From an optimization exercise on the open Yosys and OpenROAD flow, aimed at small area and a short achievable clock period; shortcuts taken in it are not production practice.
Power and IR drop assume default switching activity.

==> flow/design.v <==
module fpa_add #(parameter W = 25)
                (input [W-1:0] a,
                 input [W-1:0] b,
                 input cin,
                 output [W-1:0] s,
                 output cout);
    localparam L = $clog2(W);
    wire [W-1:0] g [0:L];
    wire [W-1:0] p [0:L];
    wire [W-1:0] p0 = a ^ b;
    assign g[0] = (a & b) | {{(W-1){1'b0}}, p0[0] & cin};
    assign p[0] = p0;
    genvar l, i;
    generate
        for (l = 0; l < L; l = l + 1) begin : lv
            for (i = 0; i < W; i = i + 1) begin : bt
                if ((i >> l) & 1) begin : cmb
                    localparam J = ((i >> l) << l) - 1;
                    assign g[l+1][i] = g[l][i] | (p[l][i] & g[l][J]);
                    assign p[l+1][i] = p[l][i] & p[l][J];
                end else begin : pas
                    assign g[l+1][i] = g[l][i];
                    assign p[l+1][i] = p[l][i];
                end
            end
        end
    endgenerate
    assign s = p0 ^ {g[L][W-2:0], cin};
    assign cout = g[L][W-1];
endmodule
module FPU_Addition #(parameter BITS=32)
                        (input [BITS-1:0]A,
                         input [BITS-1:0]B,
                         input clk,
                         output [BITS-1:0] result);
    wire [7:0] eA = A[30:23];
    wire [7:0] eB = B[30:23];
    wire [7:0] dAB, dBA;
    wire       cAB, cBA;
    fpa_add #(8) u_dab (.a(eA), .b(~eB), .cin(1'b1), .s(dAB), .cout(cAB));
    fpa_add #(8) u_dba (.a(eB), .b(~eA), .cin(1'b1), .s(dBA), .cout(cBA));
    wire comp = cAB;                              
    wire [7:0] d = comp ? dAB : dBA;
    wire [23:0] mL = comp ? {1'b1, A[22:0]} : {1'b1, B[22:0]};
    wire [23:0] mS = comp ? {1'b1, B[22:0]} : {1'b1, A[22:0]};
    wire [7:0]  eL = comp ? eA : eB;
    wire        sL = comp ? A[31] : B[31];
    wire        sub = A[31] ^ B[31];
    wire [23:0] s0 = d[0] ? {1'b0,  mS[23:1]} : mS;
    wire [23:0] s1 = d[1] ? {2'b0,  s0[23:2]} : s0;
    wire [23:0] s2 = d[2] ? {4'b0,  s1[23:4]} : s1;
    wire [23:0] s3 = d[3] ? {8'b0,  s2[23:8]} : s2;
    wire [23:0] s4 = d[4] ? {16'b0, s3[23:16]} : s3;
    wire [23:0] mSa = (|d[7:5]) ? 24'd0 : s4;
    wire [24:0] T;
    wire        tc;
    fpa_add #(25) u_add (.a({1'b0, mL}), .b({1'b0, mSa} ^ {25{sub}}), .cin(sub),
                         .s(T), .cout(tc));
    reg [24:0] T_r;
    reg [7:0]  eL_r;
    reg        sL_r;
    always @(posedge clk) begin
        T_r  <= T;
        eL_r <= eL;
        sL_r <= sL;
    end
    wire        z4 = ~|T_r[24:9];
    wire [24:0] n4 = z4 ? {T_r[8:0], 16'd0} : T_r;
    wire        z3 = ~|n4[24:17];
    wire [24:0] n3 = z3 ? {n4[16:0], 8'd0} : n4;
    wire        z2 = ~|n3[24:21];
    wire [24:0] n2 = z2 ? {n3[20:0], 4'd0} : n3;
    wire        z1 = ~|n2[24:23];
    wire [24:0] n1 = z1 ? {n2[22:0], 2'd0} : n2;
    wire        z0 = ~n1[24];
    wire [23:0] n0 = z0 ? n1[22:0] : n1[23:1];
    wire        tz = ~|T_r;
    wire [4:0]  lz = {z4, z3, z2, z1, z0};
    wire [6:0]  lo = {2'b0, eL_r[4:0]} + 7'd1 - {2'b0, lz};
    wire [2:0]  hi = lo[6] ? eL_r[7:5] - 3'd1 : eL_r[7:5] + {2'd0, lo[5]};
    wire [7:0]  expo = tz ? eL_r - 8'd24 : {hi, lo[4:0]};
    assign result = {sL_r, expo, n0[22:0]};
endmodule
Settings: LEC_CHECK=0, CAP_MARGIN=20, CORE_MARGIN=2, CORE_UTILIZATION=40, SLEW_MARGIN=20; clock period 30.0 ns.
standard.sh (not shown) runs the stock make flow with config.mk's settings and CLKGATE_MAP_FILE= SYNTH_SCRIPT=/design/flow/synth_recipe.tcl, a recipe that flattens the netlist after the stock synthesis.
==> flow/flow/run.sh <==
#!/bin/bash
# Standard synthesis and layout with two changes: the port buffers are the
# small sky130_fd_sc_hd__buf_1 instead of the delay buffer buffer_ports picks
# by default, and the timing repair steps aim for extra setup slack (the
# margin in flow/margin.txt) so that they size and buffer the critical paths.
set -euo pipefail
MARGIN=$(cat flow/margin.txt)
bash standard.sh finish SETUP_SLACK_MARGIN=$MARGIN \
    "BUFFER_PORTS_ARGS=-buffer_cell sky130_fd_sc_hd__buf_1" > standard.log 2>&1
==> flow/flow/margin.txt <==
19
Rerun with:
==> flow/flow/margin.txt (replaced) <==
0
Sequential share of layout area grows by 1.0 points.
Critical path depth grows by 2.
Power shrinks by roughly a tenth.
Final cell count shrinks by a few percent.
Cell area shrinks by roughly a tenth.
Sequential power shrinks by a little under a tenth.
Combinational power shrinks by roughly a tenth.
Maximum frequency shrinks by roughly a tenth.
Rerun with:
==> flow/run.sh (new file) <==
#!/bin/bash
# synth_recipe.tcl (not shown) runs the flow's synth.tcl, then flattens the netlist and writes it again
# the make line also repeats each setting of config.mk as NAME=value (left out here)
make -C /OpenROAD-flow-scripts/flow DESIGN_CONFIG=/design/flow/config.mk WORK_HOME=/design/flow/orfs CLKGATE_MAP_FILE= SYNTH_SCRIPT=/design/flow/synth_recipe.tcl finish
removed: flow/flow/run.sh
removed: flow/flow/margin.txt
removed: flow/standard.sh
Wire length is higher by 13%.
Via count went up by 2.1%.
Setup slack is worse by 510 ps.
No functional check of the RTL was part of any run of this note.

## port drivers added, routing unchanged
No port has a modelled driver above. Below, the same layouts with a new extraction and two added sets of constraints.
Step 1: set_driving_cell puts a clkbuf_16 on clk and a buf_2 on each other input, an assumption about the parent block.
Step 2 moves the port delays by t, midway between the first and last clock arrival at a register: inputs arrive t later, outputs are due t later. That takes back most of the time a late clock gives input paths.
Three values: ideal ports, drivers, drivers and shift; two values: the first two.
run | t (ns) | setup WS [ns] | worst hold slack (ns)
the first run | 0.304 | 19.081 / 19.064 / 18.760 | 6.003 / 5.994 / 6.298
the second run | 0.303 | 17.872 / 17.840 / 17.587 | 6.018 / 6.005 / 6.308
the third run | 0.312 | 17.362 / 17.325 / 17.067 | 6.366 / 6.355 / 6.667
After both steps every run listed still meets setup and hold. For the first run, which loses most, drivers alone change the setup slack by -0.017 ns; drivers and shift together by -0.321 ns.
